This design comes from an exercise in tuning for a short achievable clock period and few clock cycles on the open sky130 flow, not from production work. Only simulation tests tie the RTL to the original design; equivalence was not proved.

==> job 4978 <==
// singlecycle
module singlecycle(
    input  logic        clk_i,
    input  logic        rst_ni,
    input  logic [31:0] io_sw_i,
    output logic [31:0] imem_addr_o,
    input  logic [31:0] imem_rdata_i,
    output logic        dmem_we_o,
    output logic [31:0] dmem_addr_o,
    output logic [31:0] dmem_wdata_o,
    input  logic [31:0] dmem_rdata_i,
    output logic [31:0] io_lcd_o,
    output logic [31:0] io_ledg_o,
    output logic [31:0] io_ledr_o,
    output logic [ 6:0] io_hex0_o,
    output logic [ 6:0] io_hex1_o,
    output logic [ 6:0] io_hex2_o,
    output logic [ 6:0] io_hex3_o,
    output logic [ 6:0] io_hex4_o,
    output logic [ 6:0] io_hex5_o,
    output logic [ 6:0] io_hex6_o,
    output logic [ 6:0] io_hex7_o
);
==> flow/config.mk <==
export PLATFORM = sky130hd
export DESIGN_NAME = singlecycle
export DESIGN_NICKNAME = singlecycle
export VERILOG_FILES = /design/flow/design.v
export SDC_FILE = /design/flow/constraint.sdc
export NUM_CORES = 4
export LEC_CHECK = 0
export ABC_CLOCK_PERIOD_IN_PS = 3000
export CAP_MARGIN = 20
export CORE_MARGIN = 2
export CORE_UTILIZATION = 40
export SETUP_SLACK_MARGIN = 5
export SLEW_MARGIN = 20
==> flow/constraint.sdc <==
create_clock -name core_clock -period 10.0 [get_ports {clk_i}]
set_input_delay 2.0000 -clock core_clock [delete_from_list [all_inputs] [get_ports {clk_i}]]
set_output_delay 2.0000 -clock core_clock [all_outputs]
set_load 0.01 [all_outputs]
run.sh (not shown) runs the stock make flow with config.mk's settings and CLKGATE_MAP_FILE= SYNTH_SCRIPT=/design/flow/synth_recipe.tcl, a recipe that flattens the netlist after the stock synthesis.
==> inputs of job 444, as changes to job 4978 <==
--- a/flow/design.v
+++ b/flow/design.v
@@ -18,16 +18,17 @@
     output logic [ 6:0] io_hex4_o,
     output logic [ 6:0] io_hex5_o,
     output logic [ 6:0] io_hex6_o,
     output logic [ 6:0] io_hex7_o
 );
     logic [31:0] pc_q;
     logic        id_v_q;
     logic [31:0] id_pc_q, id_pc4_q, id_ins_q;
+    logic        ex_kill_q;
     logic        ex_rd_we_q, ex_ld_q, ex_st_q;
     logic [4:0]  ex_rd_q;
     logic        ex_c_al_q, ex_c_eq_q, ex_c_ne_q, ex_c_lt_q, ex_c_ge_q, ex_c_ltu_q, ex_c_geu_q;
     logic        ex_jalr_q;
     logic        ex_s_add_q, ex_s_slt_q, ex_s_sltu_q, ex_s_xor_q, ex_s_or_q, ex_s_and_q;
     logic        ex_s_sll_q, ex_s_srl_q, ex_s_sra_q, ex_s_k_q, ex_sub_q;
     logic        ex_fa_q, ex_fb_q, ex_fs_q;
     logic [31:0] ex_a_q, ex_b_q, ex_s_q, ex_k_q, ex_alt_q;
@@ -60,43 +61,60 @@
     assign io_hex1_o = iom[8][14:8];
     assign io_hex2_o = iom[8][22:16];
     assign io_hex3_o = iom[8][30:24];
     assign io_hex4_o = iom[9][6:0];
     assign io_hex5_o = iom[9][14:8];
     assign io_hex6_o = iom[9][22:16];
     assign io_hex7_o = iom[9][30:24];
     assign io_lcd_o  = iom[12];
-    logic [31:0] a, b, sdat, sum, bx, res;
+    logic [31:0] m, a, b, sdat, bx0, mx, res;
+    logic [31:0] sum00, sum10, sum01, sum11, sum;
+    logic        eq00, eq10, eq01, ltu00, ltu10, ltu01, lt00, lt10, lt01;
     logic        eq, lt, ltu, ex_redirect;
     logic [31:0] ex_target;
-    assign a    = ex_fa_q ? me_res_q : ex_a_q;
-    assign b    = ex_fb_q ? me_res_q : ex_b_q;
-    assign sdat = ex_fs_q ? me_res_q : ex_s_q;
-    assign bx   = b ^ {32{ex_sub_q}};
-    assign sum  = a + bx + {31'b0, ex_sub_q};
-    assign eq   = (a == b);
-    assign ltu  = (a < b);
-    assign lt   = (a[31] ^ b[31]) ? a[31] : ltu;
+    assign m    = me_res_q;
+    assign a    = ex_fa_q ? m : ex_a_q;
+    assign b    = ex_fb_q ? m : ex_b_q;
+    assign sdat = ex_fs_q ? m : ex_s_q;
+    assign bx0   = ex_b_q ^ {32{ex_sub_q}};
+    assign mx    = m ^ {32{ex_sub_q}};
+    assign sum00 = ex_a_q + bx0 + {31'b0, ex_sub_q};
+    assign sum10 = m      + bx0 + {31'b0, ex_sub_q};
+    assign sum01 = ex_a_q + mx  + {31'b0, ex_sub_q};
+    assign sum11 = m      + mx  + {31'b0, ex_sub_q};
+    assign sum   = ex_fa_q ? (ex_fb_q ? sum11 : sum10) : (ex_fb_q ? sum01 : sum00);
+    assign eq00  = (ex_a_q == ex_b_q);
+    assign eq10  = (m == ex_b_q);
+    assign eq01  = (ex_a_q == m);
+    assign ltu00 = (ex_a_q < ex_b_q);
+    assign ltu10 = (m < ex_b_q);
+    assign ltu01 = (ex_a_q < m);
+    assign lt00  = (ex_a_q[31] ^ ex_b_q[31]) ? ex_a_q[31] : ltu00;
+    assign lt10  = (m[31] ^ ex_b_q[31])      ? m[31]      : ltu10;
+    assign lt01  = (ex_a_q[31] ^ m[31])      ? ex_a_q[31] : ltu01;
+    assign eq  = ex_fa_q ? (ex_fb_q | eq10) : (ex_fb_q ? eq01 : eq00);
+    assign ltu = ex_fa_q ? (~ex_fb_q & ltu10) : (ex_fb_q ? ltu01 : ltu00);
+    assign lt  = ex_fa_q ? (~ex_fb_q & lt10) : (ex_fb_q ? lt01 : lt00);
     assign res  = ({32{ex_s_add_q}}  & sum)
                 | ({32{ex_s_slt_q}}  & {31'b0, lt})
                 | ({32{ex_s_sltu_q}} & {31'b0, ltu})
                 | ({32{ex_s_xor_q}}  & (a ^ b))
                 | ({32{ex_s_or_q}}   & (a | b))
                 | ({32{ex_s_and_q}}  & (a & b))
                 | ({32{ex_s_sll_q}}  & (a << b[4:0]))
                 | ({32{ex_s_srl_q}}  & (a >> b[4:0]))
                 | ({32{ex_s_sra_q}}  & ((a >> b[4:0]) | ({32{a[31]}} & ~(32'hFFFFFFFF >> b[4:0]))))
                 | ({32{ex_s_k_q}}    & ex_k_q);
-    assign ex_redirect = ex_c_al_q | (ex_c_eq_q & eq) | (ex_c_ne_q & ~eq)
+    assign ex_redirect = ~ex_kill_q & (ex_c_al_q | (ex_c_eq_q & eq) | (ex_c_ne_q & ~eq)
                        | (ex_c_lt_q & lt) | (ex_c_ge_q & ~lt)
-                       | (ex_c_ltu_q & ltu) | (ex_c_geu_q & ~ltu);
+                       | (ex_c_ltu_q & ltu) | (ex_c_geu_q & ~ltu));
     assign ex_target = ex_jalr_q ? sum : ex_alt_q;
     always_ff @(posedge clk_i) begin
-        if (!rst_ni) begin
+        if (!rst_ni || ex_kill_q) begin
             me_rd_we_q <= 1'b0; me_ld_q <= 1'b0; me_we_q <= 1'b0; me_iowe_q <= 1'b0;
             me_ldm_q <= 1'b0; me_ldio_q <= 1'b0; me_ldsw_q <= 1'b0;
         end else begin
             me_rd_we_q <= ex_rd_we_q;
             me_ld_q    <= ex_ld_q;
             me_we_q    <= ex_st_q & (sum[15:14] == 2'b00);
             me_iowe_q  <= ex_st_q & (sum[15:13] == 3'b011) & ~sum[11];
             me_ldm_q   <= ex_ld_q & (sum[15:14] == 2'b00);
@@ -107,17 +125,17 @@
         me_res_q  <= res;
         me_addr_q <= sum;
         me_wd_q   <= sdat;
     end
     logic [31:0] ins;
     logic [4:0]  opc, rs1, rs2, rd;
     logic [2:0]  f3;
     logic is_lui, is_auipc, is_jal, is_jalr, is_br, is_ld, is_st, is_opi, is_op;
-    logic use1, use2, wr, b_imm, stall, id_go, id_redirect, pred;
+    logic use1, use2, wr, b_imm, stall, id_go, pred;
     logic [31:0] immI, immS, immB, immJ, immU, imm_pc, id_sum, rs1v, rs2v;
     assign ins = id_ins_q;
     assign opc = ins[6:2];
     assign rs1 = ins[19:15];
     assign rs2 = ins[24:20];
     assign rd  = ins[11:7];
     assign f3  = ins[14:12];
     assign is_lui   = (opc == 5'b01101);
@@ -133,81 +151,89 @@
     assign use2 = is_br | is_st | is_op;
     assign wr   = (is_lui | is_auipc | is_jal | is_jalr | is_ld | is_opi | is_op) & (rd != 5'd0);
     assign b_imm = is_jalr | is_ld | is_st | is_opi;
     assign immI = {{20{ins[31]}}, ins[31:20]};
     assign immS = {{20{ins[31]}}, ins[31:25], ins[11:7]};
     assign immB = {{19{ins[31]}}, ins[31], ins[7], ins[30:25], ins[11:8], 1'b0};
     assign immJ = {{11{ins[31]}}, ins[31], ins[19:12], ins[20], ins[30:21], 1'b0};
     assign immU = {ins[31:12], 12'b0};
-    assign imm_pc = is_br ? immB : (is_jal ? immJ : immU);
+    assign imm_pc = is_br ? immB : immU;
     assign id_sum = id_pc_q + imm_pc;
     assign rs1v = (rs1 == 5'd0) ? 32'h0 : ((me_rd_we_q && me_rd_q == rs1) ? me_result : rf[rs1]);
     assign rs2v = (rs2 == 5'd0) ? 32'h0 : ((me_rd_we_q && me_rd_q == rs2) ? me_result : rf[rs2]);
     assign stall = id_v_q & ex_ld_q & ex_rd_we_q &
                    ((use1 & (ex_rd_q == rs1)) | (use2 & (ex_rd_q == rs2)));
-    assign id_go = id_v_q & ~stall & ~ex_redirect;
-    assign pred  = is_jal | (is_br & ins[31]);
-    assign id_redirect = id_v_q & ~stall & pred;
-    always_ff @(posedge clk_i) begin
+    assign id_go = id_v_q & ~stall;
+    assign pred  = is_br & ins[31];
+    always_ff @(posedge clk_i) begin
+        if (!rst_ni) ex_kill_q <= 1'b0;
+        else         ex_kill_q <= ex_redirect;
         if (!rst_ni || !id_go) begin
             ex_rd_we_q <= 1'b0; ex_ld_q <= 1'b0; ex_st_q <= 1'b0;
             ex_c_al_q <= 1'b0; ex_c_eq_q <= 1'b0; ex_c_ne_q <= 1'b0; ex_c_lt_q <= 1'b0;
             ex_c_ge_q <= 1'b0; ex_c_ltu_q <= 1'b0; ex_c_geu_q <= 1'b0;
         end else begin
             ex_rd_we_q <= wr;
             ex_ld_q    <= is_ld;
             ex_st_q    <= is_st;
             ex_c_al_q  <= is_jalr;
             ex_c_eq_q  <= is_br & (pred ? (f3 == 3'b001) : (f3 == 3'b000));
             ex_c_ne_q  <= is_br & (pred ? (f3 == 3'b000) : (f3 == 3'b001));
             ex_c_lt_q  <= is_br & (pred ? (f3 == 3'b101) : (f3 == 3'b100));
             ex_c_ge_q  <= is_br & (pred ? (f3 == 3'b100) : (f3 == 3'b101));
             ex_c_ltu_q <= is_br & (pred ? (f3 == 3'b111) : (f3 == 3'b110));
             ex_c_geu_q <= is_br & (pred ? (f3 == 3'b110) : (f3 == 3'b111));
+            if (is_br & pred & ((f3 == 3'b010) | (f3 == 3'b011))) ex_c_al_q <= 1'b1;
         end
         ex_jalr_q  <= is_jalr;
         ex_rd_q    <= rd;
         ex_sub_q   <= is_op & ins[30] & (f3 == 3'b000);
         ex_s_add_q <= ((is_op | is_opi) & (f3 == 3'b000)) | is_ld | is_st;
         ex_s_slt_q <= (is_op | is_opi) & (f3 == 3'b010);
         ex_s_sltu_q<= (is_op | is_opi) & (f3 == 3'b011);
         ex_s_xor_q <= (is_op | is_opi) & (f3 == 3'b100);
         ex_s_or_q  <= (is_op | is_opi) & (f3 == 3'b110);
         ex_s_and_q <= (is_op | is_opi) & (f3 == 3'b111);
         ex_s_sll_q <= (is_op | is_opi) & (f3 == 3'b001);
         ex_s_srl_q <= (is_op | is_opi) & (f3 == 3'b101) & ~ins[30];
         ex_s_sra_q <= (is_op | is_opi) & (f3 == 3'b101) &  ins[30];
         ex_s_k_q   <= is_lui | is_auipc | is_jal | is_jalr;
         ex_k_q     <= is_lui ? immU : (is_auipc ? id_sum : id_pc4_q);
         ex_alt_q   <= pred ? id_pc4_q : id_sum;
-        ex_fa_q    <= ex_rd_we_q & (ex_rd_q == rs1);
-        ex_fb_q    <= ~b_imm & ex_rd_we_q & (ex_rd_q == rs2);
-        ex_fs_q    <= ex_rd_we_q & (ex_rd_q == rs2);
+        ex_fa_q    <= ex_rd_we_q & ~ex_kill_q & (ex_rd_q == rs1);
+        ex_fb_q    <= ~b_imm & ex_rd_we_q & ~ex_kill_q & (ex_rd_q == rs2);
+        ex_fs_q    <= ex_rd_we_q & ~ex_kill_q & (ex_rd_q == rs2);
         ex_a_q     <= rs1v;
         ex_b_q     <= b_imm ? (is_st ? immS : immI) : rs2v;
         ex_s_q     <= rs2v;
     end
-    logic [31:0] pc4, pc_next;
+    logic [31:0] pc4, pc_pred, pc_next, if_ins, if_imm, if_target;
+    logic        if_pred;
+    assign imem_addr_o = pc_q;
+    assign if_ins = imem_rdata_i;
     assign pc4 = pc_q + 32'd4;
-    assign imem_addr_o = pc_q;
+    assign if_pred = (if_ins[6:2] == 5'b11011) | ((if_ins[6:2] == 5'b11000) & if_ins[31]);
+    assign if_imm  = if_ins[3] ? {{11{if_ins[31]}}, if_ins[31], if_ins[19:12], if_ins[20], if_ins[30:21], 1'b0}
+                               : {{19{if_ins[31]}}, if_ins[31], if_ins[7], if_ins[30:25], if_ins[11:8], 1'b0};
+    assign if_target = pc_q + if_imm;
+    assign pc_pred = if_pred ? if_target : pc4;
     always_comb begin
-        if (ex_redirect)      pc_next = ex_target;
-        else if (stall)       pc_next = pc_q;
-        else if (id_redirect) pc_next = id_sum;
-        else                  pc_next = pc4;
+        if (ex_redirect) pc_next = ex_target;
+        else if (stall)  pc_next = pc_q;
+        else             pc_next = pc_pred;
     end
     always_ff @(posedge clk_i) begin
         if (!rst_ni) begin
             pc_q   <= 32'h0;
             id_v_q <= 1'b0;
         end else begin
             pc_q <= pc_next;
-            if (ex_redirect || (id_redirect && !stall)) id_v_q <= 1'b0;
-            else if (!stall)                            id_v_q <= 1'b1;
+            if (ex_redirect) id_v_q <= 1'b0;
+            else if (!stall) id_v_q <= 1'b1;
         end
         if (!stall) begin
             id_pc_q  <= pc_q;
             id_pc4_q <= pc4;
             id_ins_q <= imem_rdata_i;
         end
     end
 endmodule
==> results.py <==
metrics = {
    "status": {
        "status": "no timing/DRC/antenna violations",
    },
    "clock_network": {
        "cts_setup_buffers": 3,
        "cts_buffers": 201,
    },
    "timing": {
        "period_needed_ns": 4.96,
        "fmax_ghz": 0.202,
    },
    "cells_and_area": {
        "seq_share_pct": 46.1,
        "antennaDiodeCount": 14,
    },
    "placement": {
        "pre_cts_ws_ns": 3.78,
        "dp_cells": 11300,
    },
    "die": {
        "tap_cells": 3402,
    },
    "detailed_routing": {
        "wl_met2_um": 180000,
    },
    "yosys": {
        "ys_top_cells_by_area": "edfxtp_1 46%, mux4_2 15%, dfxtp_1 6.5%, ha_1 4.1%, and2_1 3.2%",
        "yosys.area_share.adder_pct": 4.22,
    },
    "global_routing": {
        "grt_pass1_vias": 71100,
    },
}
That was job 444.
==> results.py <==
metrics = {
    "clock_network": {
        "cts_buffers": 207,
        "cts_setup_buffers": 9,
    },
    "detailed_routing": {
        "wl_met2_um": 160000,
        "wire_per_inst_um": 33.8,
    },
    "power_and_ir_drop": {
        "sw_frac_of_total_pct": 29.2,
    },
    "timing": {
        "fmax_ghz": 0.198,
        "period_needed_ns": 5.04,
    },
    "global_routing": {
        "grt_pass1_vias": 61100,
    },
    "die": {
        "tap_cells": 3150,
    },
    "cells_and_area": {
        "seq_share_pct": 50.1,
    },
    "yosys": {
        "yosys.area_share.adder_pct": 2.13,
    },
    "status": {
        "status": "no timing/DRC/antenna violations",
    },
}
That was job 4978.
Testbench counts of job 4978, summed over its fixed seeds: cycles 193,791.
Testbench counts of job 444, summed over its fixed seeds: cycles 184,348.

## separate check: timing with driven ports
No port has a modelled driver above. Below, the same layouts with a new extraction and two added sets of constraints.
Step 1: set_driving_cell puts a clkbuf_16 on clk_i and a buf_2 on each other input, an assumption about the parent block.
Step 2 adds t to the input delays and takes it off the output delays; t is the mean of the earliest and latest rising clock arrival at the registers after step 1. Input paths then give back, and output paths get back, about the clock's delay inside the block.
a / b / c = no drivers / after step 1 / after step 2; a / b = the first two.
run	t, ns	slack for setup (ns)	worst setup path after step 2	latest minus earliest clock arrival (ns)
job 4978	0.953	4.956 / 4.956 / 4.862	input to register	0.098 / 0.098
job 444	0.965	5.044 / 5.044 / 4.245	input to register	0.167 / 0.166
After both steps setup and hold are still met in every run listed. For job 444, which loses most, drivers alone change the setup slack by 0.000 ns; drivers and shift together by -0.799 ns.
